What follows belongs to an exercise in optimizing a design on an open flow for small area and a short achievable clock period; a production flow would make more cautious choices.
Function not checked in this run: the RTL went through the layout flow alone.
Power figures rest on the tool's default switching activity, not on a simulated workload.

==> flow/design.v <==
module mac_16bit(out_rounded,md,mr,clk,rst);
output reg [26:0] out_rounded;
input [15:0] md,mr;
input clk,rst;
reg [15:0] MD;
reg [7:0] ONE, TWO, NEG;         
reg [84:0] P;                  
reg [39:0] A;                    
reg [5:0] CB;                 
reg [8:0] k;       
reg clr;           
reg z1;            
reg r1, z2;        
wire zero = !rst | clr;
wire [16:0] mrx = {mr, 1'b0};
wire [7:0] one_n, two_n, neg_n;
genvar g;
generate for (g = 0; g < 8; g = g + 1) begin : enc
  assign one_n[g] = mrx[2*g+1] ^ mrx[2*g];
  assign two_n[g] = (mrx[2*g+2] & ~mrx[2*g+1] & ~mrx[2*g]) | (~mrx[2*g+2] & mrx[2*g+1] & mrx[2*g]);
  assign neg_n[g] = mrx[2*g+2] & ~(mrx[2*g+1] & mrx[2*g]);
end endgenerate
wire [16:0] pp0 = (({17{ONE[0]}} & {MD[15], MD}) | ({17{TWO[0]}} & {MD, 1'b0})) ^ {17{NEG[0]}};
wire ns0 = ~pp0[16];
wire [16:0] pp1 = (({17{ONE[1]}} & {MD[15], MD}) | ({17{TWO[1]}} & {MD, 1'b0})) ^ {17{NEG[1]}};
wire ns1 = ~pp1[16];
wire [16:0] pp2 = (({17{ONE[2]}} & {MD[15], MD}) | ({17{TWO[2]}} & {MD, 1'b0})) ^ {17{NEG[2]}};
wire ns2 = ~pp2[16];
wire [16:0] pp3 = (({17{ONE[3]}} & {MD[15], MD}) | ({17{TWO[3]}} & {MD, 1'b0})) ^ {17{NEG[3]}};
wire ns3 = ~pp3[16];
wire [16:0] pp4 = (({17{ONE[4]}} & {MD[15], MD}) | ({17{TWO[4]}} & {MD, 1'b0})) ^ {17{NEG[4]}};
wire ns4 = ~pp4[16];
wire [16:0] pp5 = (({17{ONE[5]}} & {MD[15], MD}) | ({17{TWO[5]}} & {MD, 1'b0})) ^ {17{NEG[5]}};
wire ns5 = ~pp5[16];
wire [16:0] pp6 = (({17{ONE[6]}} & {MD[15], MD}) | ({17{TWO[6]}} & {MD, 1'b0})) ^ {17{NEG[6]}};
wire ns6 = ~pp6[16];
wire [16:0] pp7 = (({17{ONE[7]}} & {MD[15], MD}) | ({17{TWO[7]}} & {MD, 1'b0})) ^ {17{NEG[7]}};
wire ns7 = ~pp7[16];
wire as1, ac2; assign {ac2, as1} = {1'b0, pp0[10]} + {1'b0, pp1[8]};
wire as3, ac4; assign {ac4, as3} = {1'b0, pp0[11]} + {1'b0, pp1[9]};
wire as5, ac6; assign {ac6, as5} = {1'b0, pp0[12]} + {1'b0, pp1[10]} + {1'b0, pp2[8]};
wire as7, ac8; assign {ac8, as7} = {1'b0, pp3[6]} + {1'b0, pp4[4]};
wire as9, ac10; assign {ac10, as9} = {1'b0, pp0[13]} + {1'b0, pp1[11]} + {1'b0, pp2[9]};
wire as11, ac12; assign {ac12, as11} = {1'b0, pp3[7]} + {1'b0, pp4[5]};
wire as13, ac14; assign {ac14, as13} = {1'b0, pp0[14]} + {1'b0, pp1[12]} + {1'b0, pp2[10]};
wire as15, ac16; assign {ac16, as15} = {1'b0, pp3[8]} + {1'b0, pp4[6]} + {1'b0, pp5[4]};
wire as17, ac18; assign {ac18, as17} = {1'b0, pp6[2]} + {1'b0, pp7[0]};
wire as19, ac20; assign {ac20, as19} = {1'b0, pp0[15]} + {1'b0, pp1[13]} + {1'b0, pp2[11]};
wire as21, ac22; assign {ac22, as21} = {1'b0, pp3[9]} + {1'b0, pp4[7]} + {1'b0, pp5[5]};
wire as23, ac24; assign {ac24, as23} = {1'b0, pp6[3]} + {1'b0, pp7[1]};
wire as25 = ~(ns0 ^ pp1[14]); wire ac26 = ns0 | pp1[14];
wire as27, ac28; assign {ac28, as27} = {1'b0, pp2[12]} + {1'b0, pp3[10]} + {1'b0, pp4[8]};
wire as29, ac30; assign {ac30, as29} = {1'b0, pp5[6]} + {1'b0, pp6[4]} + {1'b0, pp7[2]};
wire as31 = ~(pp1[15] ^ pp2[13]); wire ac32 = pp1[15] | pp2[13];
wire as33, ac34; assign {ac34, as33} = {1'b0, pp3[11]} + {1'b0, pp4[9]} + {1'b0, pp5[7]};
wire as35, ac36; assign {ac36, as35} = {1'b0, pp6[5]} + {1'b0, pp7[3]};
wire as37, ac38; assign {ac38, as37} = {1'b0, ns1} + {1'b0, pp2[14]} + {1'b0, pp3[12]};
wire as39, ac40; assign {ac40, as39} = {1'b0, pp4[10]} + {1'b0, pp5[8]} + {1'b0, pp6[6]};
wire as41 = ~(pp2[15] ^ pp3[13]); wire ac42 = pp2[15] | pp3[13];
wire as43, ac44; assign {ac44, as43} = {1'b0, pp4[11]} + {1'b0, pp5[9]};
wire as45, ac46; assign {ac46, as45} = {1'b0, ns2} + {1'b0, pp3[14]} + {1'b0, pp4[12]};
wire as47 = ~pp3[15];
wire as48, ac49; assign {ac49, as48} = {1'b0, pp0[6]} + {1'b0, pp1[4]};
wire as50, ac51; assign {ac51, as50} = {1'b0, pp0[7]} + {1'b0, pp1[5]};
wire as52, ac53; assign {ac53, as52} = {1'b0, pp0[8]} + {1'b0, pp1[6]} + {1'b0, pp2[4]};
wire as54, ac55; assign {ac55, as54} = {1'b0, pp3[2]} + {1'b0, pp4[0]};
wire as56, ac57; assign {ac57, as56} = {1'b0, pp0[9]} + {1'b0, pp1[7]} + {1'b0, pp2[5]};
wire as58, ac59; assign {ac59, as58} = {1'b0, pp3[3]} + {1'b0, pp4[1]};
wire as60, ac61; assign {ac61, as60} = {1'b0, as1} + {1'b0, pp2[6]} + {1'b0, pp3[4]};
wire as62, ac63; assign {ac63, as62} = {1'b0, pp4[2]} + {1'b0, pp5[0]} + {1'b0, NEG[5]};
wire as64, ac65; assign {ac65, as64} = {1'b0, as3} + {1'b0, pp2[7]} + {1'b0, pp3[5]};
wire as66, ac67; assign {ac67, as66} = {1'b0, pp4[3]} + {1'b0, pp5[1]} + {1'b0, ac2};
wire as68, ac69; assign {ac69, as68} = {1'b0, as5} + {1'b0, as7} + {1'b0, pp5[2]};
wire as70, ac71; assign {ac71, as70} = {1'b0, pp6[0]} + {1'b0, NEG[6]} + {1'b0, ac4};
wire as72, ac73; assign {ac73, as72} = {1'b0, as9} + {1'b0, as11} + {1'b0, pp5[3]};
wire as74, ac75; assign {ac75, as74} = {1'b0, pp6[1]} + {1'b0, ac6} + {1'b0, ac8};
wire as76, ac77; assign {ac77, as76} = {1'b0, as13} + {1'b0, as15} + {1'b0, as17};
wire as78, ac79; assign {ac79, as78} = {1'b0, NEG[7]} + {1'b0, ac10} + {1'b0, ac12};
wire as80, ac81; assign {ac81, as80} = {1'b0, as19} + {1'b0, as21} + {1'b0, as23};
wire as82, ac83; assign {ac83, as82} = {1'b0, ac14} + {1'b0, ac16} + {1'b0, ac18};
wire as84, ac85; assign {ac85, as84} = {1'b0, as25} + {1'b0, as27} + {1'b0, as29};
wire as86, ac87; assign {ac87, as86} = {1'b0, ac20} + {1'b0, ac22} + {1'b0, ac24};
wire as88, ac89; assign {ac89, as88} = {1'b0, as31} + {1'b0, as33} + {1'b0, as35};
wire as90, ac91; assign {ac91, as90} = {1'b0, ac26} + {1'b0, ac28} + {1'b0, ac30};
wire as92, ac93; assign {ac93, as92} = {1'b0, as37} + {1'b0, as39} + {1'b0, pp7[4]};
wire as94, ac95; assign {ac95, as94} = {1'b0, ac32} + {1'b0, ac34} + {1'b0, ac36};
wire as96, ac97; assign {ac97, as96} = {1'b0, as41} + {1'b0, as43} + {1'b0, pp6[7]};
wire as98, ac99; assign {ac99, as98} = {1'b0, pp7[5]} + {1'b0, ac38} + {1'b0, ac40};
wire as100, ac101; assign {ac101, as100} = {1'b0, as45} + {1'b0, pp5[10]} + {1'b0, pp6[8]};
wire as102, ac103; assign {ac103, as102} = {1'b0, pp7[6]} + {1'b0, ac42} + {1'b0, ac44};
wire as104, ac105; assign {ac105, as104} = {1'b0, as47} + {1'b0, pp4[13]} + {1'b0, pp5[11]};
wire as106, ac107; assign {ac107, as106} = {1'b0, pp6[9]} + {1'b0, pp7[7]} + {1'b0, ac46};
wire as108, ac109; assign {ac109, as108} = {1'b0, ns3} + {1'b0, pp4[14]} + {1'b0, pp5[12]};
wire as110, ac111; assign {ac111, as110} = {1'b0, pp6[10]} + {1'b0, pp7[8]} + {1'b0, pp3[15]};
wire as112 = ~(pp4[15] ^ pp5[13]); wire ac113 = pp4[15] | pp5[13];
wire as114, ac115; assign {ac115, as114} = {1'b0, pp6[11]} + {1'b0, pp7[9]};
wire as116, ac117; assign {ac117, as116} = {1'b0, ns4} + {1'b0, pp5[14]} + {1'b0, pp6[12]};
wire as118 = ~pp5[15];
wire as119, ac120; assign {ac120, as119} = {1'b0, pp0[4]} + {1'b0, pp1[2]};
wire as121, ac122; assign {ac122, as121} = {1'b0, pp0[5]} + {1'b0, pp1[3]};
wire as123, ac124; assign {ac124, as123} = {1'b0, as48} + {1'b0, pp2[2]} + {1'b0, pp3[0]};
wire as125, ac126; assign {ac126, as125} = {1'b0, as50} + {1'b0, pp2[3]} + {1'b0, pp3[1]};
wire as127, ac128; assign {ac128, as127} = {1'b0, as52} + {1'b0, as54} + {1'b0, NEG[4]};
wire as129, ac130; assign {ac130, as129} = {1'b0, as56} + {1'b0, as58} + {1'b0, ac53};
wire as131, ac132; assign {ac132, as131} = {1'b0, as60} + {1'b0, as62} + {1'b0, ac57};
wire as133, ac134; assign {ac134, as133} = {1'b0, as64} + {1'b0, as66} + {1'b0, ac61};
wire as135, ac136; assign {ac136, as135} = {1'b0, as68} + {1'b0, as70} + {1'b0, ac65};
wire as137, ac138; assign {ac138, as137} = {1'b0, as72} + {1'b0, as74} + {1'b0, ac69};
wire as139, ac140; assign {ac140, as139} = {1'b0, as76} + {1'b0, as78} + {1'b0, ac73};
wire as141, ac142; assign {ac142, as141} = {1'b0, as80} + {1'b0, as82} + {1'b0, ac77};
wire as143, ac144; assign {ac144, as143} = {1'b0, as84} + {1'b0, as86} + {1'b0, ac81};
wire as145, ac146; assign {ac146, as145} = {1'b0, as88} + {1'b0, as90} + {1'b0, ac85};
wire as147, ac148; assign {ac148, as147} = {1'b0, as92} + {1'b0, as94} + {1'b0, ac89};
wire as149, ac150; assign {ac150, as149} = {1'b0, as96} + {1'b0, as98} + {1'b0, ac93};
wire as151, ac152; assign {ac152, as151} = {1'b0, as100} + {1'b0, as102} + {1'b0, ac97};
wire as153, ac154; assign {ac154, as153} = {1'b0, as104} + {1'b0, as106} + {1'b0, ac101};
wire as155, ac156; assign {ac156, as155} = {1'b0, as108} + {1'b0, as110} + {1'b0, ac105};
wire as157, ac158; assign {ac158, as157} = {1'b0, as112} + {1'b0, as114} + {1'b0, ac109};
wire as159, ac160; assign {ac160, as159} = {1'b0, as116} + {1'b0, pp7[10]} + {1'b0, ac113};
wire as161, ac162; assign {ac162, as161} = {1'b0, as118} + {1'b0, pp6[13]} + {1'b0, pp7[11]};
wire as163, ac164; assign {ac164, as163} = {1'b0, ns5} + {1'b0, pp6[14]} + {1'b0, pp7[12]};
wire as165 = ~pp6[15];
wire [84:0] pnext;
assign pnext[0] = pp0[0];
assign pnext[1] = NEG[0];
assign pnext[2] = pp0[1];
assign pnext[3] = pp0[2];
assign pnext[4] = pp1[0];
assign pnext[5] = NEG[1];
assign pnext[6] = pp0[3];
assign pnext[7] = pp1[1];
assign pnext[8] = as119;
assign pnext[9] = pp2[0];
assign pnext[10] = NEG[2];
assign pnext[11] = as121;
assign pnext[12] = pp2[1];
assign pnext[13] = ac120;
assign pnext[14] = as123;
assign pnext[15] = NEG[3];
assign pnext[16] = ac122;
assign pnext[17] = as125;
assign pnext[18] = ac49;
assign pnext[19] = ac124;
assign pnext[20] = as127;
assign pnext[21] = ac51;
assign pnext[22] = ac126;
assign pnext[23] = as129;
assign pnext[24] = ac55;
assign pnext[25] = ac128;
assign pnext[26] = as131;
assign pnext[27] = ac59;
assign pnext[28] = ac130;
assign pnext[29] = as133;
assign pnext[30] = ac63;
assign pnext[31] = ac132;
assign pnext[32] = as135;
assign pnext[33] = ac67;
assign pnext[34] = ac134;
assign pnext[35] = as137;
assign pnext[36] = ac71;
assign pnext[37] = ac136;
assign pnext[38] = as139;
assign pnext[39] = ac75;
assign pnext[40] = ac138;
assign pnext[41] = as141;
assign pnext[42] = ac79;
assign pnext[43] = ac140;
assign pnext[44] = as143;
assign pnext[45] = ac83;
assign pnext[46] = ac142;
assign pnext[47] = as145;
assign pnext[48] = ac87;
assign pnext[49] = ac144;
assign pnext[50] = as147;
assign pnext[51] = ac91;
assign pnext[52] = ac146;
assign pnext[53] = as149;
assign pnext[54] = ac95;
assign pnext[55] = ac148;
assign pnext[56] = as151;
assign pnext[57] = ac99;
assign pnext[58] = ac150;
assign pnext[59] = as153;
assign pnext[60] = ac103;
assign pnext[61] = ac152;
assign pnext[62] = as155;
assign pnext[63] = ac107;
assign pnext[64] = ac154;
assign pnext[65] = as157;
assign pnext[66] = ac111;
assign pnext[67] = ac156;
assign pnext[68] = as159;
assign pnext[69] = ac115;
assign pnext[70] = ac158;
assign pnext[71] = as161;
assign pnext[72] = ac117;
assign pnext[73] = ac160;
assign pnext[74] = as163;
assign pnext[75] = pp5[15];
assign pnext[76] = ac162;
assign pnext[77] = as165;
assign pnext[78] = pp7[13];
assign pnext[79] = ac164;
assign pnext[80] = ns6;
assign pnext[81] = pp7[14];
assign pnext[82] = pp6[15];
assign pnext[83] = pp7[15];
assign pnext[84] = ns7;
wire bs166, bc167; assign {bc167, bs166} = {1'b0, P[3]} + {1'b0, P[4]};
wire bs168, bc169; assign {bc169, bs168} = {1'b0, P[6]} + {1'b0, P[7]};
wire [1:0] bt172 = {1'b0, ~P[8]} + {1'b0, ~P[9]} + {1'b0, ~P[10]}; wire bs170 = ~bt172[0]; wire bc171 = ~bt172[1];
wire [1:0] bt175 = {1'b0, ~P[11]} + {1'b0, ~P[12]} + {1'b0, ~P[13]}; wire bs173 = ~bt175[0]; wire bc174 = ~bt175[1];
wire [1:0] bt178 = {1'b0, ~P[14]} + {1'b0, ~P[15]} + {1'b0, ~P[16]}; wire bs176 = ~bt178[0]; wire bc177 = ~bt178[1];
wire [1:0] bt181 = {1'b0, ~P[17]} + {1'b0, ~P[18]} + {1'b0, ~P[19]}; wire bs179 = ~bt181[0]; wire bc180 = ~bt181[1];
wire [1:0] bt184 = {1'b0, ~P[20]} + {1'b0, ~P[21]} + {1'b0, ~P[22]}; wire bs182 = ~bt184[0]; wire bc183 = ~bt184[1];
wire [1:0] bt187 = {1'b0, ~P[23]} + {1'b0, ~P[24]} + {1'b0, ~P[25]}; wire bs185 = ~bt187[0]; wire bc186 = ~bt187[1];
wire [1:0] bt190 = {1'b0, ~P[26]} + {1'b0, ~P[27]} + {1'b0, ~P[28]}; wire bs188 = ~bt190[0]; wire bc189 = ~bt190[1];
wire [1:0] bt193 = {1'b0, ~P[29]} + {1'b0, ~P[30]} + {1'b0, ~P[31]}; wire bs191 = ~bt193[0]; wire bc192 = ~bt193[1];
wire [1:0] bt196 = {1'b0, ~P[32]} + {1'b0, ~P[33]} + {1'b0, ~P[34]}; wire bs194 = ~bt196[0]; wire bc195 = ~bt196[1];
wire [1:0] bt199 = {1'b0, ~P[35]} + {1'b0, ~P[36]} + {1'b0, ~P[37]}; wire bs197 = ~bt199[0]; wire bc198 = ~bt199[1];
wire [1:0] bt202 = {1'b0, ~P[38]} + {1'b0, ~P[39]} + {1'b0, ~P[40]}; wire bs200 = ~bt202[0]; wire bc201 = ~bt202[1];
wire [1:0] bt205 = {1'b0, ~P[41]} + {1'b0, ~P[42]} + {1'b0, ~P[43]}; wire bs203 = ~bt205[0]; wire bc204 = ~bt205[1];
wire [1:0] bt208 = {1'b0, ~P[44]} + {1'b0, ~P[45]} + {1'b0, ~P[46]}; wire bs206 = ~bt208[0]; wire bc207 = ~bt208[1];
wire [1:0] bt211 = {1'b0, ~P[47]} + {1'b0, ~P[48]} + {1'b0, ~P[49]}; wire bs209 = ~bt211[0]; wire bc210 = ~bt211[1];
wire [1:0] bt214 = {1'b0, ~P[50]} + {1'b0, ~P[51]} + {1'b0, ~P[52]}; wire bs212 = ~bt214[0]; wire bc213 = ~bt214[1];
wire [1:0] bt217 = {1'b0, ~P[53]} + {1'b0, ~P[54]} + {1'b0, ~P[55]}; wire bs215 = ~bt217[0]; wire bc216 = ~bt217[1];
wire [1:0] bt220 = {1'b0, ~P[56]} + {1'b0, ~P[57]} + {1'b0, ~P[58]}; wire bs218 = ~bt220[0]; wire bc219 = ~bt220[1];
wire [1:0] bt223 = {1'b0, ~P[59]} + {1'b0, ~P[60]} + {1'b0, ~P[61]}; wire bs221 = ~bt223[0]; wire bc222 = ~bt223[1];
wire [1:0] bt226 = {1'b0, ~P[62]} + {1'b0, ~P[63]} + {1'b0, ~P[64]}; wire bs224 = ~bt226[0]; wire bc225 = ~bt226[1];
wire [1:0] bt229 = {1'b0, ~P[65]} + {1'b0, ~P[66]} + {1'b0, ~P[67]}; wire bs227 = ~bt229[0]; wire bc228 = ~bt229[1];
wire [1:0] bt232 = {1'b0, ~P[68]} + {1'b0, ~P[69]} + {1'b0, ~P[70]}; wire bs230 = ~bt232[0]; wire bc231 = ~bt232[1];
wire [1:0] bt235 = {1'b0, ~P[71]} + {1'b0, ~P[72]} + {1'b0, ~P[73]}; wire bs233 = ~bt235[0]; wire bc234 = ~bt235[1];
wire [1:0] bt238 = {1'b0, ~P[74]} + {1'b0, ~P[75]} + {1'b0, ~P[76]}; wire bs236 = ~bt238[0]; wire bc237 = ~bt238[1];
wire [1:0] bt241 = {1'b0, ~P[77]} + {1'b0, ~P[78]} + {1'b0, ~P[79]}; wire bs239 = ~bt241[0]; wire bc240 = ~bt241[1];
wire [1:0] bt244 = {1'b0, ~P[80]} + {1'b0, ~P[81]} + {1'b0, ~P[82]}; wire bs242 = ~bt244[0]; wire bc243 = ~bt244[1];
wire bs245 = ~P[83];
wire bs246, bc247; assign {bc247, bs246} = {1'b0, P[0]} + {1'b0, P[1]};
wire bs248, bc249; assign {bc249, bs248} = {1'b0, P[2]} + {1'b0, A[1]};
wire [1:0] bt252 = {1'b0, ~bs166} + {1'b0, ~P[5]} + {1'b0, ~A[2]}; wire bs250 = ~bt252[0]; wire bc251 = ~bt252[1];
wire [1:0] bt255 = {1'b0, ~bs168} + {1'b0, ~A[3]} + {1'b0, ~bc167}; wire bs253 = ~bt255[0]; wire bc254 = ~bt255[1];
wire [1:0] bt258 = {1'b0, ~bs170} + {1'b0, ~A[4]} + {1'b0, ~bc169}; wire bs256 = ~bt258[0]; wire bc257 = ~bt258[1];
wire [1:0] bt261 = {1'b0, ~bs173} + {1'b0, ~A[5]} + {1'b0, ~bc171}; wire bs259 = ~bt261[0]; wire bc260 = ~bt261[1];
wire [1:0] bt264 = {1'b0, ~bs176} + {1'b0, ~A[6]} + {1'b0, ~bc174}; wire bs262 = ~bt264[0]; wire bc263 = ~bt264[1];
wire [1:0] bt267 = {1'b0, ~bs179} + {1'b0, ~A[7]} + {1'b0, ~bc177}; wire bs265 = ~bt267[0]; wire bc266 = ~bt267[1];
wire [1:0] bt270 = {1'b0, ~bs182} + {1'b0, ~A[8]} + {1'b0, ~bc180}; wire bs268 = ~bt270[0]; wire bc269 = ~bt270[1];
wire [1:0] bt273 = {1'b0, ~bs185} + {1'b0, ~A[9]} + {1'b0, ~bc183}; wire bs271 = ~bt273[0]; wire bc272 = ~bt273[1];
wire [1:0] bt276 = {1'b0, ~bs188} + {1'b0, ~A[10]} + {1'b0, ~bc186}; wire bs274 = ~bt276[0]; wire bc275 = ~bt276[1];
wire [1:0] bt279 = {1'b0, ~bs191} + {1'b0, ~A[11]} + {1'b0, ~bc189}; wire bs277 = ~bt279[0]; wire bc278 = ~bt279[1];
wire [1:0] bt282 = {1'b0, ~bs194} + {1'b0, ~A[12]} + {1'b0, ~bc192}; wire bs280 = ~bt282[0]; wire bc281 = ~bt282[1];
wire [1:0] bt285 = {1'b0, ~bs197} + {1'b0, ~A[13]} + {1'b0, ~bc195}; wire bs283 = ~bt285[0]; wire bc284 = ~bt285[1];
wire [1:0] bt288 = {1'b0, ~bs200} + {1'b0, ~A[14]} + {1'b0, ~bc198}; wire bs286 = ~bt288[0]; wire bc287 = ~bt288[1];
wire [1:0] bt291 = {1'b0, ~bs203} + {1'b0, ~A[15]} + {1'b0, ~bc201}; wire bs289 = ~bt291[0]; wire bc290 = ~bt291[1];
wire [1:0] bt294 = {1'b0, ~bs206} + {1'b0, ~A[16]} + {1'b0, ~bc204}; wire bs292 = ~bt294[0]; wire bc293 = ~bt294[1];
wire [1:0] bt297 = {1'b0, ~bs209} + {1'b0, ~A[17]} + {1'b0, ~bc207}; wire bs295 = ~bt297[0]; wire bc296 = ~bt297[1];
wire [1:0] bt300 = {1'b0, ~bs212} + {1'b0, ~A[18]} + {1'b0, ~bc210}; wire bs298 = ~bt300[0]; wire bc299 = ~bt300[1];
wire [1:0] bt303 = {1'b0, ~bs215} + {1'b0, ~A[19]} + {1'b0, ~bc213}; wire bs301 = ~bt303[0]; wire bc302 = ~bt303[1];
wire [1:0] bt306 = {1'b0, ~bs218} + {1'b0, ~A[20]} + {1'b0, ~bc216}; wire bs304 = ~bt306[0]; wire bc305 = ~bt306[1];
wire [1:0] bt309 = {1'b0, ~bs221} + {1'b0, ~A[21]} + {1'b0, ~bc219}; wire bs307 = ~bt309[0]; wire bc308 = ~bt309[1];
wire [1:0] bt312 = {1'b0, ~bs224} + {1'b0, ~A[22]} + {1'b0, ~bc222}; wire bs310 = ~bt312[0]; wire bc311 = ~bt312[1];
wire [1:0] bt315 = {1'b0, ~bs227} + {1'b0, ~A[23]} + {1'b0, ~bc225}; wire bs313 = ~bt315[0]; wire bc314 = ~bt315[1];
wire [1:0] bt318 = {1'b0, ~bs230} + {1'b0, ~A[24]} + {1'b0, ~bc228}; wire bs316 = ~bt318[0]; wire bc317 = ~bt318[1];
wire [1:0] bt321 = {1'b0, ~bs233} + {1'b0, ~A[25]} + {1'b0, ~bc231}; wire bs319 = ~bt321[0]; wire bc320 = ~bt321[1];
wire [1:0] bt324 = {1'b0, ~bs236} + {1'b0, ~A[26]} + {1'b0, ~bc234}; wire bs322 = ~bt324[0]; wire bc323 = ~bt324[1];
wire [1:0] bt327 = {1'b0, ~bs239} + {1'b0, ~A[27]} + {1'b0, ~bc237}; wire bs325 = ~bt327[0]; wire bc326 = ~bt327[1];
wire [1:0] bt330 = {1'b0, ~bs242} + {1'b0, ~A[28]} + {1'b0, ~bc240}; wire bs328 = ~bt330[0]; wire bc329 = ~bt330[1];
wire [1:0] bt333 = {1'b0, ~bs245} + {1'b0, ~A[29]} + {1'b0, ~bc243}; wire bs331 = ~bt333[0]; wire bc332 = ~bt333[1];
wire [1:0] bt336 = {1'b0, ~P[84]} + {1'b0, ~A[30]} + {1'b0, ~P[83]}; wire bs334 = ~bt336[0]; wire bc335 = ~bt336[1];
wire bs337 = ~A[31];
wire [7:0] yhi = 8'd0 + {7'd0, A[31]} - 8'd1;
wire k0_g338, k0_p344; assign {k0_g338, k0_p344} = {1'b0, bs246} + {1'b0, A[0]};
wire k0_g339, k0_p345; assign {k0_g339, k0_p345} = {1'b0, bs248} + {1'b0, bc247};
wire k0_g340, k0_p346; assign {k0_g340, k0_p346} = {1'b0, bs250} + {1'b0, bc249};
wire k0_g341, k0_p347; assign {k0_g341, k0_p347} = {1'b0, bs253} + {1'b0, bc251};
wire k0_g342, k0_p348; assign {k0_g342, k0_p348} = {1'b0, bs256} + {1'b0, bc254};
wire k0_g343, k0_p349; assign {k0_g343, k0_p349} = {1'b0, bs259} + {1'b0, bc257};
wire k0_G350 = k0_g339 | (k0_p345 & k0_g338);
wire k0_P351 = k0_p345 & k0_p344;
wire k0_G352 = k0_g340 | (k0_p346 & k0_g339);
wire k0_P353 = k0_p346 & k0_p345;
wire k0_G354 = k0_g341 | (k0_p347 & k0_g340);
wire k0_P355 = k0_p347 & k0_p346;
wire k0_G356 = k0_g342 | (k0_p348 & k0_g341);
wire k0_P357 = k0_p348 & k0_p347;
wire k0_G358 = k0_g343 | (k0_p349 & k0_g342);
wire k0_P359 = k0_p349 & k0_p348;
wire k0_G360 = k0_G352 | (k0_P353 & k0_g338);
wire k0_P361 = k0_P353 & k0_p344;
wire k0_G362 = k0_G354 | (k0_P355 & k0_G350);
wire k0_P363 = k0_P355 & k0_P351;
wire k0_G364 = k0_G356 | (k0_P357 & k0_G352);
wire k0_P365 = k0_P357 & k0_P353;
wire k0_G366 = k0_G358 | (k0_P359 & k0_G354);
wire k0_P367 = k0_P359 & k0_P355;
wire k0_G368 = k0_G364 | (k0_P365 & k0_g338);
wire k0_P369 = k0_P365 & k0_p344;
wire k0_G370 = k0_G366 | (k0_P367 & k0_G350);
wire k0_P371 = k0_P367 & k0_P351;
wire k0_s372 = k0_p344;
wire k0_s373 = k0_p345 ^ k0_g338;
wire k0_s374 = k0_p346 ^ k0_G350;
wire k0_s375 = k0_p347 ^ k0_G360;
wire k0_s376 = k0_p348 ^ k0_G362;
wire k0_s377 = k0_p349 ^ k0_G368;
wire k1_g378, k1_p384; assign {k1_g378, k1_p384} = {1'b0, bs262} + {1'b0, bc260};
wire k1_g379, k1_p385; assign {k1_g379, k1_p385} = {1'b0, bs265} + {1'b0, bc263};
wire k1_g380, k1_p386; assign {k1_g380, k1_p386} = {1'b0, bs268} + {1'b0, bc266};
wire k1_g381, k1_p387; assign {k1_g381, k1_p387} = {1'b0, bs271} + {1'b0, bc269};
wire k1_g382, k1_p388; assign {k1_g382, k1_p388} = {1'b0, bs274} + {1'b0, bc272};
wire k1_g383, k1_p389; assign {k1_g383, k1_p389} = {1'b0, bs277} + {1'b0, bc275};
wire k1_g390 = k1_g378 | (k1_p384 & CB[0]);
wire k1_G391 = k1_g379 | (k1_p385 & k1_g390);
wire k1_P392 = k1_p385 & k1_p384;
wire k1_G393 = k1_g380 | (k1_p386 & k1_g379);
wire k1_P394 = k1_p386 & k1_p385;
wire k1_G395 = k1_g381 | (k1_p387 & k1_g380);
wire k1_P396 = k1_p387 & k1_p386;
wire k1_G397 = k1_g382 | (k1_p388 & k1_g381);
wire k1_P398 = k1_p388 & k1_p387;
wire k1_G399 = k1_g383 | (k1_p389 & k1_g382);
wire k1_P400 = k1_p389 & k1_p388;
wire k1_G401 = k1_G393 | (k1_P394 & k1_g390);
wire k1_P402 = k1_P394 & k1_p384;
wire k1_G403 = k1_G395 | (k1_P396 & k1_G391);
wire k1_P404 = k1_P396 & k1_P392;
wire k1_G405 = k1_G397 | (k1_P398 & k1_G393);
wire k1_P406 = k1_P398 & k1_P394;
wire k1_G407 = k1_G399 | (k1_P400 & k1_G395);
wire k1_P408 = k1_P400 & k1_P396;
wire k1_G409 = k1_G405 | (k1_P406 & k1_g390);
wire k1_P410 = k1_P406 & k1_p384;
wire k1_G411 = k1_G407 | (k1_P408 & k1_G391);
wire k1_P412 = k1_P408 & k1_P392;
wire k1_s413 = k1_p384 ^ CB[0];
wire k1_s414 = k1_p385 ^ k1_g390;
wire k1_s415 = k1_p386 ^ k1_G391;
wire k1_s416 = k1_p387 ^ k1_G401;
wire k1_s417 = k1_p388 ^ k1_G403;
wire k1_s418 = k1_p389 ^ k1_G409;
wire k2_g419, k2_p425; assign {k2_g419, k2_p425} = {1'b0, bs280} + {1'b0, bc278};
wire k2_g420, k2_p426; assign {k2_g420, k2_p426} = {1'b0, bs283} + {1'b0, bc281};
wire k2_g421, k2_p427; assign {k2_g421, k2_p427} = {1'b0, bs286} + {1'b0, bc284};
wire k2_g422, k2_p428; assign {k2_g422, k2_p428} = {1'b0, bs289} + {1'b0, bc287};
wire k2_g423, k2_p429; assign {k2_g423, k2_p429} = {1'b0, bs292} + {1'b0, bc290};
wire k2_g424, k2_p430; assign {k2_g424, k2_p430} = {1'b0, bs295} + {1'b0, bc293};
wire k2_g431 = k2_g419 | (k2_p425 & CB[1]);
wire k2_G432 = k2_g420 | (k2_p426 & k2_g431);
wire k2_P433 = k2_p426 & k2_p425;
wire k2_G434 = k2_g421 | (k2_p427 & k2_g420);
wire k2_P435 = k2_p427 & k2_p426;
wire k2_G436 = k2_g422 | (k2_p428 & k2_g421);
wire k2_P437 = k2_p428 & k2_p427;
wire k2_G438 = k2_g423 | (k2_p429 & k2_g422);
wire k2_P439 = k2_p429 & k2_p428;
wire k2_G440 = k2_g424 | (k2_p430 & k2_g423);
wire k2_P441 = k2_p430 & k2_p429;
wire k2_G442 = k2_G434 | (k2_P435 & k2_g431);
wire k2_P443 = k2_P435 & k2_p425;
wire k2_G444 = k2_G436 | (k2_P437 & k2_G432);
wire k2_P445 = k2_P437 & k2_P433;
wire k2_G446 = k2_G438 | (k2_P439 & k2_G434);
wire k2_P447 = k2_P439 & k2_P435;
wire k2_G448 = k2_G440 | (k2_P441 & k2_G436);
wire k2_P449 = k2_P441 & k2_P437;
wire k2_G450 = k2_G446 | (k2_P447 & k2_g431);
wire k2_P451 = k2_P447 & k2_p425;
wire k2_G452 = k2_G448 | (k2_P449 & k2_G432);
wire k2_P453 = k2_P449 & k2_P433;
wire k2_s454 = k2_p425 ^ CB[1];
wire k2_s455 = k2_p426 ^ k2_g431;
wire k2_s456 = k2_p427 ^ k2_G432;
wire k2_s457 = k2_p428 ^ k2_G442;
wire k2_s458 = k2_p429 ^ k2_G444;
wire k2_s459 = k2_p430 ^ k2_G450;
wire k3_g460, k3_p466; assign {k3_g460, k3_p466} = {1'b0, bs298} + {1'b0, bc296};
wire k3_g461, k3_p467; assign {k3_g461, k3_p467} = {1'b0, bs301} + {1'b0, bc299};
wire k3_g462, k3_p468; assign {k3_g462, k3_p468} = {1'b0, bs304} + {1'b0, bc302};
wire k3_g463, k3_p469; assign {k3_g463, k3_p469} = {1'b0, bs307} + {1'b0, bc305};
wire k3_g464, k3_p470; assign {k3_g464, k3_p470} = {1'b0, bs310} + {1'b0, bc308};
wire k3_g465, k3_p471; assign {k3_g465, k3_p471} = {1'b0, bs313} + {1'b0, bc311};
wire k3_g472 = k3_g460 | (k3_p466 & CB[2]);
wire k3_G473 = k3_g461 | (k3_p467 & k3_g472);
wire k3_P474 = k3_p467 & k3_p466;
wire k3_G475 = k3_g462 | (k3_p468 & k3_g461);
wire k3_P476 = k3_p468 & k3_p467;
wire k3_G477 = k3_g463 | (k3_p469 & k3_g462);
wire k3_P478 = k3_p469 & k3_p468;
wire k3_G479 = k3_g464 | (k3_p470 & k3_g463);
wire k3_P480 = k3_p470 & k3_p469;
wire k3_G481 = k3_g465 | (k3_p471 & k3_g464);
wire k3_P482 = k3_p471 & k3_p470;
wire k3_G483 = k3_G475 | (k3_P476 & k3_g472);
wire k3_P484 = k3_P476 & k3_p466;
wire k3_G485 = k3_G477 | (k3_P478 & k3_G473);
wire k3_P486 = k3_P478 & k3_P474;
wire k3_G487 = k3_G479 | (k3_P480 & k3_G475);
wire k3_P488 = k3_P480 & k3_P476;
wire k3_G489 = k3_G481 | (k3_P482 & k3_G477);
wire k3_P490 = k3_P482 & k3_P478;
wire k3_G491 = k3_G487 | (k3_P488 & k3_g472);
wire k3_P492 = k3_P488 & k3_p466;
wire k3_G493 = k3_G489 | (k3_P490 & k3_G473);
wire k3_P494 = k3_P490 & k3_P474;
wire k3_s495 = k3_p466 ^ CB[2];
wire k3_s496 = k3_p467 ^ k3_g472;
wire k3_s497 = k3_p468 ^ k3_G473;
wire k3_s498 = k3_p469 ^ k3_G483;
wire k3_s499 = k3_p470 ^ k3_G485;
wire k3_s500 = k3_p471 ^ k3_G491;
wire k4_g501, k4_p507; assign {k4_g501, k4_p507} = {1'b0, bs316} + {1'b0, bc314};
wire k4_g502, k4_p508; assign {k4_g502, k4_p508} = {1'b0, bs319} + {1'b0, bc317};
wire k4_g503, k4_p509; assign {k4_g503, k4_p509} = {1'b0, bs322} + {1'b0, bc320};
wire k4_g504, k4_p510; assign {k4_g504, k4_p510} = {1'b0, bs325} + {1'b0, bc323};
wire k4_g505, k4_p511; assign {k4_g505, k4_p511} = {1'b0, bs328} + {1'b0, bc326};
wire k4_g506, k4_p512; assign {k4_g506, k4_p512} = {1'b0, bs331} + {1'b0, bc329};
wire k4_g513 = k4_g501 | (k4_p507 & CB[3]);
wire k4_G514 = k4_g502 | (k4_p508 & k4_g513);
wire k4_P515 = k4_p508 & k4_p507;
wire k4_G516 = k4_g503 | (k4_p509 & k4_g502);
wire k4_P517 = k4_p509 & k4_p508;
wire k4_G518 = k4_g504 | (k4_p510 & k4_g503);
wire k4_P519 = k4_p510 & k4_p509;
wire k4_G520 = k4_g505 | (k4_p511 & k4_g504);
wire k4_P521 = k4_p511 & k4_p510;
wire k4_G522 = k4_g506 | (k4_p512 & k4_g505);
wire k4_P523 = k4_p512 & k4_p511;
wire k4_G524 = k4_G516 | (k4_P517 & k4_g513);
wire k4_P525 = k4_P517 & k4_p507;
wire k4_G526 = k4_G518 | (k4_P519 & k4_G514);
wire k4_P527 = k4_P519 & k4_P515;
wire k4_G528 = k4_G520 | (k4_P521 & k4_G516);
wire k4_P529 = k4_P521 & k4_P517;
wire k4_G530 = k4_G522 | (k4_P523 & k4_G518);
wire k4_P531 = k4_P523 & k4_P519;
wire k4_G532 = k4_G528 | (k4_P529 & k4_g513);
wire k4_P533 = k4_P529 & k4_p507;
wire k4_G534 = k4_G530 | (k4_P531 & k4_G514);
wire k4_P535 = k4_P531 & k4_P515;
wire k4_s536 = k4_p507 ^ CB[3];
wire k4_s537 = k4_p508 ^ k4_g513;
wire k4_s538 = k4_p509 ^ k4_G514;
wire k4_s539 = k4_p510 ^ k4_G524;
wire k4_s540 = k4_p511 ^ k4_G526;
wire k4_s541 = k4_p512 ^ k4_G532;
wire k5_g542, k5_p548; assign {k5_g542, k5_p548} = {1'b0, bs334} + {1'b0, bc332};
wire k5_g543, k5_p549; assign {k5_g543, k5_p549} = {1'b0, bs337} + {1'b0, bc335};
wire k5_g544, k5_p550; assign {k5_g544, k5_p550} = {1'b0, A[32]} + {1'b0, yhi[0]};
wire k5_g545, k5_p551; assign {k5_g545, k5_p551} = {1'b0, A[33]} + {1'b0, yhi[1]};
wire k5_g546, k5_p552; assign {k5_g546, k5_p552} = {1'b0, A[34]} + {1'b0, yhi[2]};
wire k5_g547, k5_p553; assign {k5_g547, k5_p553} = {1'b0, A[35]} + {1'b0, yhi[3]};
wire k5_g554 = k5_g542 | (k5_p548 & CB[4]);
wire k5_G555 = k5_g543 | (k5_p549 & k5_g554);
wire k5_P556 = k5_p549 & k5_p548;
wire k5_G557 = k5_g544 | (k5_p550 & k5_g543);
wire k5_P558 = k5_p550 & k5_p549;
wire k5_G559 = k5_g545 | (k5_p551 & k5_g544);
wire k5_P560 = k5_p551 & k5_p550;
wire k5_G561 = k5_g546 | (k5_p552 & k5_g545);
wire k5_P562 = k5_p552 & k5_p551;
wire k5_G563 = k5_g547 | (k5_p553 & k5_g546);
wire k5_P564 = k5_p553 & k5_p552;
wire k5_G565 = k5_G557 | (k5_P558 & k5_g554);
wire k5_P566 = k5_P558 & k5_p548;
wire k5_G567 = k5_G559 | (k5_P560 & k5_G555);
wire k5_P568 = k5_P560 & k5_P556;
wire k5_G569 = k5_G561 | (k5_P562 & k5_G557);
wire k5_P570 = k5_P562 & k5_P558;
wire k5_G571 = k5_G563 | (k5_P564 & k5_G559);
wire k5_P572 = k5_P564 & k5_P560;
wire k5_G573 = k5_G569 | (k5_P570 & k5_g554);
wire k5_P574 = k5_P570 & k5_p548;
wire k5_G575 = k5_G571 | (k5_P572 & k5_G555);
wire k5_P576 = k5_P572 & k5_P556;
wire k5_s577 = k5_p548 ^ CB[4];
wire k5_s578 = k5_p549 ^ k5_g554;
wire k5_s579 = k5_p550 ^ k5_G555;
wire k5_s580 = k5_p551 ^ k5_G565;
wire k5_s581 = k5_p552 ^ k5_G567;
wire k5_s582 = k5_p553 ^ k5_G573;
wire k6_g583, k6_p587; assign {k6_g583, k6_p587} = {1'b0, A[36]} + {1'b0, yhi[4]};
wire k6_g584, k6_p588; assign {k6_g584, k6_p588} = {1'b0, A[37]} + {1'b0, yhi[5]};
wire k6_g585, k6_p589; assign {k6_g585, k6_p589} = {1'b0, A[38]} + {1'b0, yhi[6]};
wire k6_g586, k6_p590; assign {k6_g586, k6_p590} = {1'b0, A[39]} + {1'b0, yhi[7]};
wire k6_g591 = k6_g583 | (k6_p587 & CB[5]);
wire k6_G592 = k6_g584 | (k6_p588 & k6_g591);
wire k6_P593 = k6_p588 & k6_p587;
wire k6_G594 = k6_g585 | (k6_p589 & k6_g584);
wire k6_P595 = k6_p589 & k6_p588;
wire k6_G596 = k6_g586 | (k6_p590 & k6_g585);
wire k6_P597 = k6_p590 & k6_p589;
wire k6_G598 = k6_G594 | (k6_P595 & k6_g591);
wire k6_P599 = k6_P595 & k6_p587;
wire k6_G600 = k6_G596 | (k6_P597 & k6_G592);
wire k6_P601 = k6_P597 & k6_P593;
wire k6_s602 = k6_p587 ^ CB[5];
wire k6_s603 = k6_p588 ^ k6_g591;
wire k6_s604 = k6_p589 ^ k6_G592;
wire k6_s605 = k6_p590 ^ k6_G598;
wire [39:0] sum = {k6_s605, k6_s604, k6_s603, k6_s602, k5_s582, k5_s581, k5_s580, k5_s579, k5_s578, k5_s577, k4_s541, k4_s540, k4_s539, k4_s538, k4_s537, k4_s536, k3_s500, k3_s499, k3_s498, k3_s497, k3_s496, k3_s495, k2_s459, k2_s458, k2_s457, k2_s456, k2_s455, k2_s454, k1_s418, k1_s417, k1_s416, k1_s415, k1_s414, k1_s413, k0_s377, k0_s376, k0_s375, k0_s374, k0_s373, k0_s372};
wire [5:0] cbnext = {k5_G575, k4_G534, k3_G493, k2_G452, k1_G411, k0_G370};
wire [13:0] L = {1'b0, A[12:0]} + {7'd0, CB[0], 6'd0} + {1'd0, CB[1], 12'd0};
wire c13 = L[13];
wire up = L[12] & ((A[13] ^ c13) | (|L[11:0]));
wire rg606, rp633; assign {rg606, rp633} = {1'b0, A[13]} + {1'b0, c13};
wire rg607 = 1'b0; wire rp634 = A[14];
wire rg608 = 1'b0; wire rp635 = A[15];
wire rg609 = 1'b0; wire rp636 = A[16];
wire rg610 = 1'b0; wire rp637 = A[17];
wire rg611, rp638; assign {rg611, rp638} = {1'b0, A[18]} + {1'b0, CB[2]};
wire rg612 = 1'b0; wire rp639 = A[19];
wire rg613 = 1'b0; wire rp640 = A[20];
wire rg614 = 1'b0; wire rp641 = A[21];
wire rg615 = 1'b0; wire rp642 = A[22];
wire rg616 = 1'b0; wire rp643 = A[23];
wire rg617, rp644; assign {rg617, rp644} = {1'b0, A[24]} + {1'b0, CB[3]};
wire rg618 = 1'b0; wire rp645 = A[25];
wire rg619 = 1'b0; wire rp646 = A[26];
wire rg620 = 1'b0; wire rp647 = A[27];
wire rg621 = 1'b0; wire rp648 = A[28];
wire rg622 = 1'b0; wire rp649 = A[29];
wire rg623, rp650; assign {rg623, rp650} = {1'b0, A[30]} + {1'b0, CB[4]};
wire rg624 = 1'b0; wire rp651 = A[31];
wire rg625 = 1'b0; wire rp652 = A[32];
wire rg626 = 1'b0; wire rp653 = A[33];
wire rg627 = 1'b0; wire rp654 = A[34];
wire rg628 = 1'b0; wire rp655 = A[35];
wire rg629, rp656; assign {rg629, rp656} = {1'b0, A[36]} + {1'b0, CB[5]};
wire rg630 = 1'b0; wire rp657 = A[37];
wire rg631 = 1'b0; wire rp658 = A[38];
wire rg632 = 1'b0; wire rp659 = A[39];
wire rG660 = rg607 | (rp634 & rg606);
wire rP661 = rp634 & rp633;
wire rG662 = rg609 | (rp636 & rg608);
wire rP663 = rp636 & rp635;
wire rG664 = rg611 | (rp638 & rg610);
wire rP665 = rp638 & rp637;
wire rG666 = rg613 | (rp640 & rg612);
wire rP667 = rp640 & rp639;
wire rG668 = rg615 | (rp642 & rg614);
wire rP669 = rp642 & rp641;
wire rG670 = rg617 | (rp644 & rg616);
wire rP671 = rp644 & rp643;
wire rG672 = rg619 | (rp646 & rg618);
wire rP673 = rp646 & rp645;
wire rG674 = rg621 | (rp648 & rg620);
wire rP675 = rp648 & rp647;
wire rG676 = rg623 | (rp650 & rg622);
wire rP677 = rp650 & rp649;
wire rG678 = rg625 | (rp652 & rg624);
wire rP679 = rp652 & rp651;
wire rG680 = rg627 | (rp654 & rg626);
wire rP681 = rp654 & rp653;
wire rG682 = rg629 | (rp656 & rg628);
wire rP683 = rp656 & rp655;
wire rG684 = rg631 | (rp658 & rg630);
wire rP685 = rp658 & rp657;
wire rG686 = rg608 | (rp635 & rG660);
wire rP687 = rp635 & rP661;
wire rG688 = rG662 | (rP663 & rG660);
wire rP689 = rP663 & rP661;
wire rG690 = rg612 | (rp639 & rG664);
wire rP691 = rp639 & rP665;
wire rG692 = rG666 | (rP667 & rG664);
wire rP693 = rP667 & rP665;
wire rG694 = rg616 | (rp643 & rG668);
wire rP695 = rp643 & rP669;
wire rG696 = rG670 | (rP671 & rG668);
wire rP697 = rP671 & rP669;
wire rG698 = rg620 | (rp647 & rG672);
wire rP699 = rp647 & rP673;
wire rG700 = rG674 | (rP675 & rG672);
wire rP701 = rP675 & rP673;
wire rG702 = rg624 | (rp651 & rG676);
wire rP703 = rp651 & rP677;
wire rG704 = rG678 | (rP679 & rG676);
wire rP705 = rP679 & rP677;
wire rG706 = rg628 | (rp655 & rG680);
wire rP707 = rp655 & rP681;
wire rG708 = rG682 | (rP683 & rG680);
wire rP709 = rP683 & rP681;
wire rG710 = rg632 | (rp659 & rG684);
wire rP711 = rp659 & rP685;
wire rG712 = rg610 | (rp637 & rG688);
wire rP713 = rp637 & rP689;
wire rG714 = rG664 | (rP665 & rG688);
wire rP715 = rP665 & rP689;
wire rG716 = rG690 | (rP691 & rG688);
wire rP717 = rP691 & rP689;
wire rG718 = rG692 | (rP693 & rG688);
wire rP719 = rP693 & rP689;
wire rG720 = rg618 | (rp645 & rG696);
wire rP721 = rp645 & rP697;
wire rG722 = rG672 | (rP673 & rG696);
wire rP723 = rP673 & rP697;
wire rG724 = rG698 | (rP699 & rG696);
wire rP725 = rP699 & rP697;
wire rG726 = rG700 | (rP701 & rG696);
wire rP727 = rP701 & rP697;
wire rG728 = rg626 | (rp653 & rG704);
wire rP729 = rp653 & rP705;
wire rG730 = rG680 | (rP681 & rG704);
wire rP731 = rP681 & rP705;
wire rG732 = rG706 | (rP707 & rG704);
wire rP733 = rP707 & rP705;
wire rG734 = rG708 | (rP709 & rG704);
wire rP735 = rP709 & rP705;
wire rG736 = rg614 | (rp641 & rG718);
wire rP737 = rp641 & rP719;
wire rG738 = rG668 | (rP669 & rG718);
wire rP739 = rP669 & rP719;
wire rG740 = rG694 | (rP695 & rG718);
wire rP741 = rP695 & rP719;
wire rG742 = rG696 | (rP697 & rG718);
wire rP743 = rP697 & rP719;
wire rG744 = rG720 | (rP721 & rG718);
wire rP745 = rP721 & rP719;
wire rG746 = rG722 | (rP723 & rG718);
wire rP747 = rP723 & rP719;
wire rG748 = rG724 | (rP725 & rG718);
wire rP749 = rP725 & rP719;
wire rG750 = rG726 | (rP727 & rG718);
wire rP751 = rP727 & rP719;
wire rG752 = rg630 | (rp657 & rG734);
wire rP753 = rp657 & rP735;
wire rG754 = rG684 | (rP685 & rG734);
wire rP755 = rP685 & rP735;
wire rG756 = rG710 | (rP711 & rG734);
wire rP757 = rP711 & rP735;
wire rG758 = rg622 | (rp649 & rG750);
wire rP759 = rp649 & rP751;
wire rG760 = rG676 | (rP677 & rG750);
wire rP761 = rP677 & rP751;
wire rG762 = rG702 | (rP703 & rG750);
wire rP763 = rP703 & rP751;
wire rG764 = rG704 | (rP705 & rG750);
wire rP765 = rP705 & rP751;
wire rG766 = rG728 | (rP729 & rG750);
wire rP767 = rP729 & rP751;
wire rG768 = rG730 | (rP731 & rG750);
wire rP769 = rP731 & rP751;
wire rG770 = rG732 | (rP733 & rG750);
wire rP771 = rP733 & rP751;
wire rG772 = rG734 | (rP735 & rG750);
wire rP773 = rP735 & rP751;
wire rG774 = rG752 | (rP753 & rG750);
wire rP775 = rP753 & rP751;
wire rG776 = rG754 | (rP755 & rG750);
wire rP777 = rP755 & rP751;
wire rG778 = rG756 | (rP757 & rG750);
wire rP779 = rP757 & rP751;
wire rs780 = rp633 ^ up;
wire rc781 = rg606 | (rp633 & up);
wire rs782 = rp634 ^ rc781;
wire rc783 = rG660 | (rP661 & up);
wire rs784 = rp635 ^ rc783;
wire rc785 = rG686 | (rP687 & up);
wire rs786 = rp636 ^ rc785;
wire rc787 = rG688 | (rP689 & up);
wire rs788 = rp637 ^ rc787;
wire rc789 = rG712 | (rP713 & up);
wire rs790 = rp638 ^ rc789;
wire rc791 = rG714 | (rP715 & up);
wire rs792 = rp639 ^ rc791;
wire rc793 = rG716 | (rP717 & up);
wire rs794 = rp640 ^ rc793;
wire rc795 = rG718 | (rP719 & up);
wire rs796 = rp641 ^ rc795;
wire rc797 = rG736 | (rP737 & up);
wire rs798 = rp642 ^ rc797;
wire rc799 = rG738 | (rP739 & up);
wire rs800 = rp643 ^ rc799;
wire rc801 = rG740 | (rP741 & up);
wire rs802 = rp644 ^ rc801;
wire rc803 = rG742 | (rP743 & up);
wire rs804 = rp645 ^ rc803;
wire rc805 = rG744 | (rP745 & up);
wire rs806 = rp646 ^ rc805;
wire rc807 = rG746 | (rP747 & up);
wire rs808 = rp647 ^ rc807;
wire rc809 = rG748 | (rP749 & up);
wire rs810 = rp648 ^ rc809;
wire rc811 = rG750 | (rP751 & up);
wire rs812 = rp649 ^ rc811;
wire rc813 = rG758 | (rP759 & up);
wire rs814 = rp650 ^ rc813;
wire rc815 = rG760 | (rP761 & up);
wire rs816 = rp651 ^ rc815;
wire rc817 = rG762 | (rP763 & up);
wire rs818 = rp652 ^ rc817;
wire rc819 = rG764 | (rP765 & up);
wire rs820 = rp653 ^ rc819;
wire rc821 = rG766 | (rP767 & up);
wire rs822 = rp654 ^ rc821;
wire rc823 = rG768 | (rP769 & up);
wire rs824 = rp655 ^ rc823;
wire rc825 = rG770 | (rP771 & up);
wire rs826 = rp656 ^ rc825;
wire rc827 = rG772 | (rP773 & up);
wire rs828 = rp657 ^ rc827;
wire rc829 = rG774 | (rP775 & up);
wire rs830 = rp658 ^ rc829;
wire rc831 = rG776 | (rP777 & up);
wire rs832 = rp659 ^ rc831;
wire [26:0] rnd = {rs832, rs830, rs828, rs826, rs824, rs822, rs820, rs818, rs816, rs814, rs812, rs810, rs808, rs806, rs804, rs802, rs800, rs798, rs796, rs794, rs792, rs790, rs788, rs786, rs784, rs782, rs780};
always @(posedge clk) begin
  MD <= md;
  ONE <= one_n;
  TWO <= two_n;
  NEG <= neg_n;
  P <= pnext;
  z1 <= zero;
  r1 <= !rst;
  z2 <= r1;
  if (z1 | z2) A <= 40'd0;
  else A <= sum;
  if (z1 | z2) CB <= 6'd0;
  else CB <= cbnext;
  out_rounded <= (zero | z1) ? 27'd0 : rnd;
  if (zero) k <= {8'd0, clr};
  else k <= k + 9'd1;
  clr <= rst & !clr & (k == 9'd258);
end
endmodule
==> flow/run.sh <==
#!/bin/bash
# synth_recipe.tcl (not shown) runs the flow's synth.tcl, then flattens the netlist and writes it again
# the make line also repeats each setting of config.mk as NAME=value (left out here)
make -C /OpenROAD-flow-scripts/flow DESIGN_CONFIG=/design/flow/config.mk WORK_HOME=/design/flow/orfs CLKGATE_MAP_FILE= SYNTH_SCRIPT=/design/flow/synth_recipe.tcl finish
==> flow/config.mk <==
export PLATFORM = sky130hd
export DESIGN_NAME = mac_16bit
export DESIGN_NICKNAME = mac_16bit
export VERILOG_FILES = /design/flow/design.v
export SDC_FILE = /design/flow/constraint.sdc
export NUM_CORES = 4
export LEC_CHECK = 0
export CAP_MARGIN = 20
export CORE_MARGIN = 2
export CORE_UTILIZATION = 40
export SETUP_SLACK_MARGIN = 4.3
export SLEW_MARGIN = 20
==> flow/constraint.sdc <==
create_clock -name core_clock -period 6.9 [get_ports {clk}]
set_input_delay 1.3800 -clock core_clock [delete_from_list [all_inputs] [get_ports {clk}]]
set_output_delay 1.3800 -clock core_clock [all_outputs]
set_load 0.01 [all_outputs]
==> results.txt <==
- The library cell used as clock root buffer is sky130_fd_sc_hd__clkbuf_16.
- The critical path data arrival time is 3.21 ns.
- The via count normalized by instance count is 5.01.
- Counting the buffers created by CTS gives 24.
- The reg-to-reg setup timing slack is 4.07 ns.
- The post-route fraction of the period consumed by the critical path is 0.410.
- The first detailed-routing pass took 5 iterations.
- The detail-routed net length per standard cell is 16.3 um.
- The detailed-route wire length is 27500 um.
- Summed over all layers, the global routing overflow is 0.
- Setup violations remaining at the end of the flow were counted as 0.
- The floorplan step defined a core boundary enclosing 0.0315 mm2.
- The starting DRC count in detailed routing is 536.
- The sequential area share after synthesis is 0.331.
- Relative to the synthesized area, the layout overhead comes to 16.7%.
- TritonCTS built the clock tree.
- The number of synthesized flops with an enable pin is 0.
- For this run, asynchronously set or reset flops after synthesis account for 0.
- The destination of the worst register-to-register timing path is CB[4]$_SDFF_PP0_.
- The die is 183 um tall.
- The initial cell density of the core is 0.405.
- The worst register-to-register path begins at P[68]$_DFF_P_.
- The total routing resource utilization after global routing is 0.170.
- The number of nets produced by synthesis is 1474.
- In this run the remaining antenna-violating nets after routing total 0.
- The most frequently used flop master after synthesis is sky130_fd_sc_hd__dfxtp_1.
- A synthesized cell averages 10.3 um2.
- The critical path ends at CB[4]$_SDFF_PP0_.
- Hold timing on the final database bottoms out at a slack of 0.329 ns.
- The most frequently used cell type in the post-synthesis netlist is sky130_fd_sc_hd__dfxtp_1.
- After routing, the total negative slack on setup checks comes to 0 ns.
- The maximum clock frequency is 353 MHz.
- The peak fanout along the critical path is 2.
- The proportion of layout cells with a drive suffix above 1 is 0.125.
- The cell leakage power is 0.00635 uW.
- Setup repair after global routing could not meet its margin everywhere.
- CTS built an H-tree with a depth of 1.
- The clock transition at the register clock pins on the worst setup and hold paths after CTS is 0.06 ns.
- The number of slew-limit violations in the final report is 0.
- The via count of the first global-routing pass came to 8870.
- The worst-case clock buffer depth is 3.
- Max-cap violations in this run came to 0.
- Clock skew on the completed layout was measured at 0.0111 ns.
- The wire length of the first global-routing pass is 45900 um.
- The DRC violation count after routing is 0.
- The number of flip-flops and latches in the synthesized netlist is 211.
- The area share of the largest cell type after synthesis is 0.331.
- The count of inserted antenna diode cells is 0.
- At the worst endpoint, the required time is 7.27 ns.
- The summed instance area of the synthesized netlist is 0.0128 mm2.
- The relative slew slack is 0.462.
- The worst-skew pair later-pin latency is 0.52 ns.
- In the post-synthesis netlist, the biggest area contributors are sky130_fd_sc_hd__dfxtp_1, sky130_fd_sc_hd__fa_1, sky130_fd_sc_hd__xnor2_1.
- The flow ran to the end and the layout has no timing, DRC or antenna violations.
- The critical path start-end classification is reg -> reg.
- The worst hold path belongs to the class reg -> reg.
- For this design the ratio of total power to cell area is 473 mW/mm2.
- The worst path in the final design needs a cycle of 2.83 ns, including I/O delays and setup.
- The first element of the critical path is P[68]$_DFF_P_.
- The endpoint kind of the worst setup timing path is a register.
- The number of instances in the synthesized netlist is 1238.
- The final-stage net count is 1503.
- The critical path launch point type is a register.
- The TritonCTS sink count is 211.
- The final hold violation count is 0.
- The number of top-level pins is 61.
- The floorplan has 65 rows.
- The die span in x is 183 um.
- The weighted congestion at the end of routability-driven global placement is 0.851.
- The count of input and output buffers is 60.
- By count the netlist is led by sky130_fd_sc_hd__dfxtp_1, sky130_fd_sc_hd__inv_1, sky130_fd_sc_hd__fa_1.
- The maximum vdd drop is 0.000193 V.
- The via count is 8455.
- The slew at the pin closest to its max-slew limit is 0.803 ns.
- In this run, distinct cell masters in the synthesized netlist total 55.
- The die covers 0.0333 mm2.
- The detailed placement HPWL is 19400 um.
- Entering global routing, the biggest net connects 39 pins.
- The cell depth of the worst flop-to-flop path is 13.
- The leading area contributor after synthesis is sky130_fd_sc_hd__dfxtp_1.
- For this run, the number of Yosys warnings is 1.
- The number of antenna violations at the first check in global routing is 0.
-- registers in the layout, summed over array words and instances, names as in the netlist --
signal	cells
clr	1
out_rounded	27
k	9
z1	1
NEG	8
P	85
CB	6
A	40
MD	16
ONE	8
r1	1
z2	1
TWO	8
-- placed cells by master, fill, tap and decap left out, types with 16 or more instances in the layout --
cell | synthesis | routed
sky130_fd_sc_hd__a21oi_1 | 31 | 23
sky130_fd_sc_hd__nor2_1 | 64 | 63
sky130_fd_sc_hd__xor2_1 | 61 | 61
sky130_fd_sc_hd__o21ai_0 | 29 | 23
sky130_fd_sc_hd__dfxtp_4 | 0 | 36
sky130_fd_sc_hd__clkdlybuf4s50_1 | 0 | 33
sky130_fd_sc_hd__nand2_1 | 25 | 25
sky130_fd_sc_hd__nor2b_1 | 19 | 16
sky130_fd_sc_hd__xnor2_1 | 120 | 113
sky130_fd_sc_hd__dlygate4sd2_1 | 0 | 27
sky130_fd_sc_hd__ha_1 | 74 | 72
sky130_fd_sc_hd__clkbuf_16 | 0 | 25
sky130_fd_sc_hd__dfxtp_1 | 211 | 168
sky130_fd_sc_hd__inv_1 | 148 | 142
sky130_fd_sc_hd__a22oi_1 | 120 | 119
sky130_fd_sc_hd__fa_1 | 128 | 116
sky130_fd_sc_hd__nor3_1 | 16 | 16
sky130_fd_sc_hd__buf_4 | 0 | 20
-- metrics by stage --
stage	cells	setup slack, ns	instance area (um2)	utilization	power (uW)
after CTS	1678	4.07	14600	0.465	6870
after global placement	1623	3.79	13600	0.432	5060
after floorplan	1238	4.27	12800	-	4420
final	1687	4.07	14900	0.473	7040
after global routing	1687	3.91	14900	0.473	7800
after detailed placement	1623	3.76	13600	0.432	5160
-- report_power, final --
part	switching, uW	internal [uW]
combinational	1910	1970
sequential	271	1540
clock	500	863
-- cells by family after synthesis --
kind of cell / Yosys count / synth area share
flip-flops: 211 / 0.331
AO/OA/AOI/OAI: 224 / 0.124
adder cells (fa/ha/maj): 202 / 0.273
XOR/XNOR: 181 / 0.124
buffers and inverters: 228 / 0.0677
multiplexers: 2 / 0.00177
AND/OR/NAND/NOR: 190 / 0.0778
-- how the worst min path moves through the flow --
stage                  to  cells after the start        from
2_1_floorplan  z2$_DFF_P_                      0  r1$_DFF_P_
3_3_place_gp   z2$_DFF_P_                      0  r1$_DFF_P_
3_5_place_dp   z2$_DFF_P_                      0  r1$_DFF_P_
4_1_cts        z2$_DFF_P_                      0  r1$_DFF_P_
5_1_grt        z2$_DFF_P_                      0  r1$_DFF_P_
6_report       z2$_DFF_P_                      0  r1$_DFF_P_
-- worst max-delay path: stages (launching register included) --
cell                       delay [ns]
sky130_fd_sc_hd__dfxtp_2         0.32
sky130_fd_sc_hd__fa_1            0.57
sky130_fd_sc_hd__inv_1           0.07
sky130_fd_sc_hd__fa_1            0.47
sky130_fd_sc_hd__inv_1           0.05
sky130_fd_sc_hd__fa_2            0.35
sky130_fd_sc_hd__inv_2           0.06
sky130_fd_sc_hd__fa_2            0.19
sky130_fd_sc_hd__nor2b_2         0.05
sky130_fd_sc_hd__o21ai_1         0.13
sky130_fd_sc_hd__nand2b_1        0.10
sky130_fd_sc_hd__a21o_1          0.17
sky130_fd_sc_hd__a21oi_2         0.11
sky130_fd_sc_hd__nor2_1          0.04
-- metal layers --
layer	GRT usage	vias to the layer above	wire length, um
li1	-	4098	-
met1	0.237	4034	12900
met2	0.270	265	12100
met3	0.0309	58	1770
met4	0.0523	0	700
met5	0	-	0
-- area by class of cell --
cell class	instances	area (um2)
Fill cell	2880	16600
Clock buffer	34	709
Sequential cell	211	4370
Multi-Input combinational cell	799	7840
Inverter	148	556
Tap cell	402	503
Clock inverter	10	154
Timing Repair Buffer	83	751
-- repair_timing --
| action | 4_1_cts | 5_1_grt |
|---|---|---|
| resized for setup | 96 | 59 |
| setup buffers | 11 | 9 |
| hold buffers | 0 | 0 |
| pin swaps | 25 | 21 |
| setup endpoints to repair | 78 | 57 |
| gates cloned | 0 | 0 |
| endpoints found under the hold margin | 0 | 0 |

re-timing with driven ports:
Ports are ideal in the flow. The routed layout listed here was re-timed in OpenROAD.
Step 1: set_driving_cell puts a clkbuf_16 on clk and a buf_2 on each other input, an assumption about the parent block.
Step 2 moves the port delays by t, midway between the first and last clock arrival at a register: inputs arrive t later, outputs are due t later. That takes back most of the time a late clock gives input paths.
Slacks: ideal ports / drivers / drivers and shift; pairs: ideal ports / drivers.
shift t [ns]: 0.565
setup slack, ns: 4.069 / 4.069 / 3.810
worst setup path at the end: input to register
slew at the worst register clock pin (ns): 0.06 / 0.06
worst slew at a driven data input, ns: 0.03
After both steps setup and hold are still met in this run. For this run, drivers alone change the setup slack by 0.000 ns; drivers and shift together by -0.259 ns.
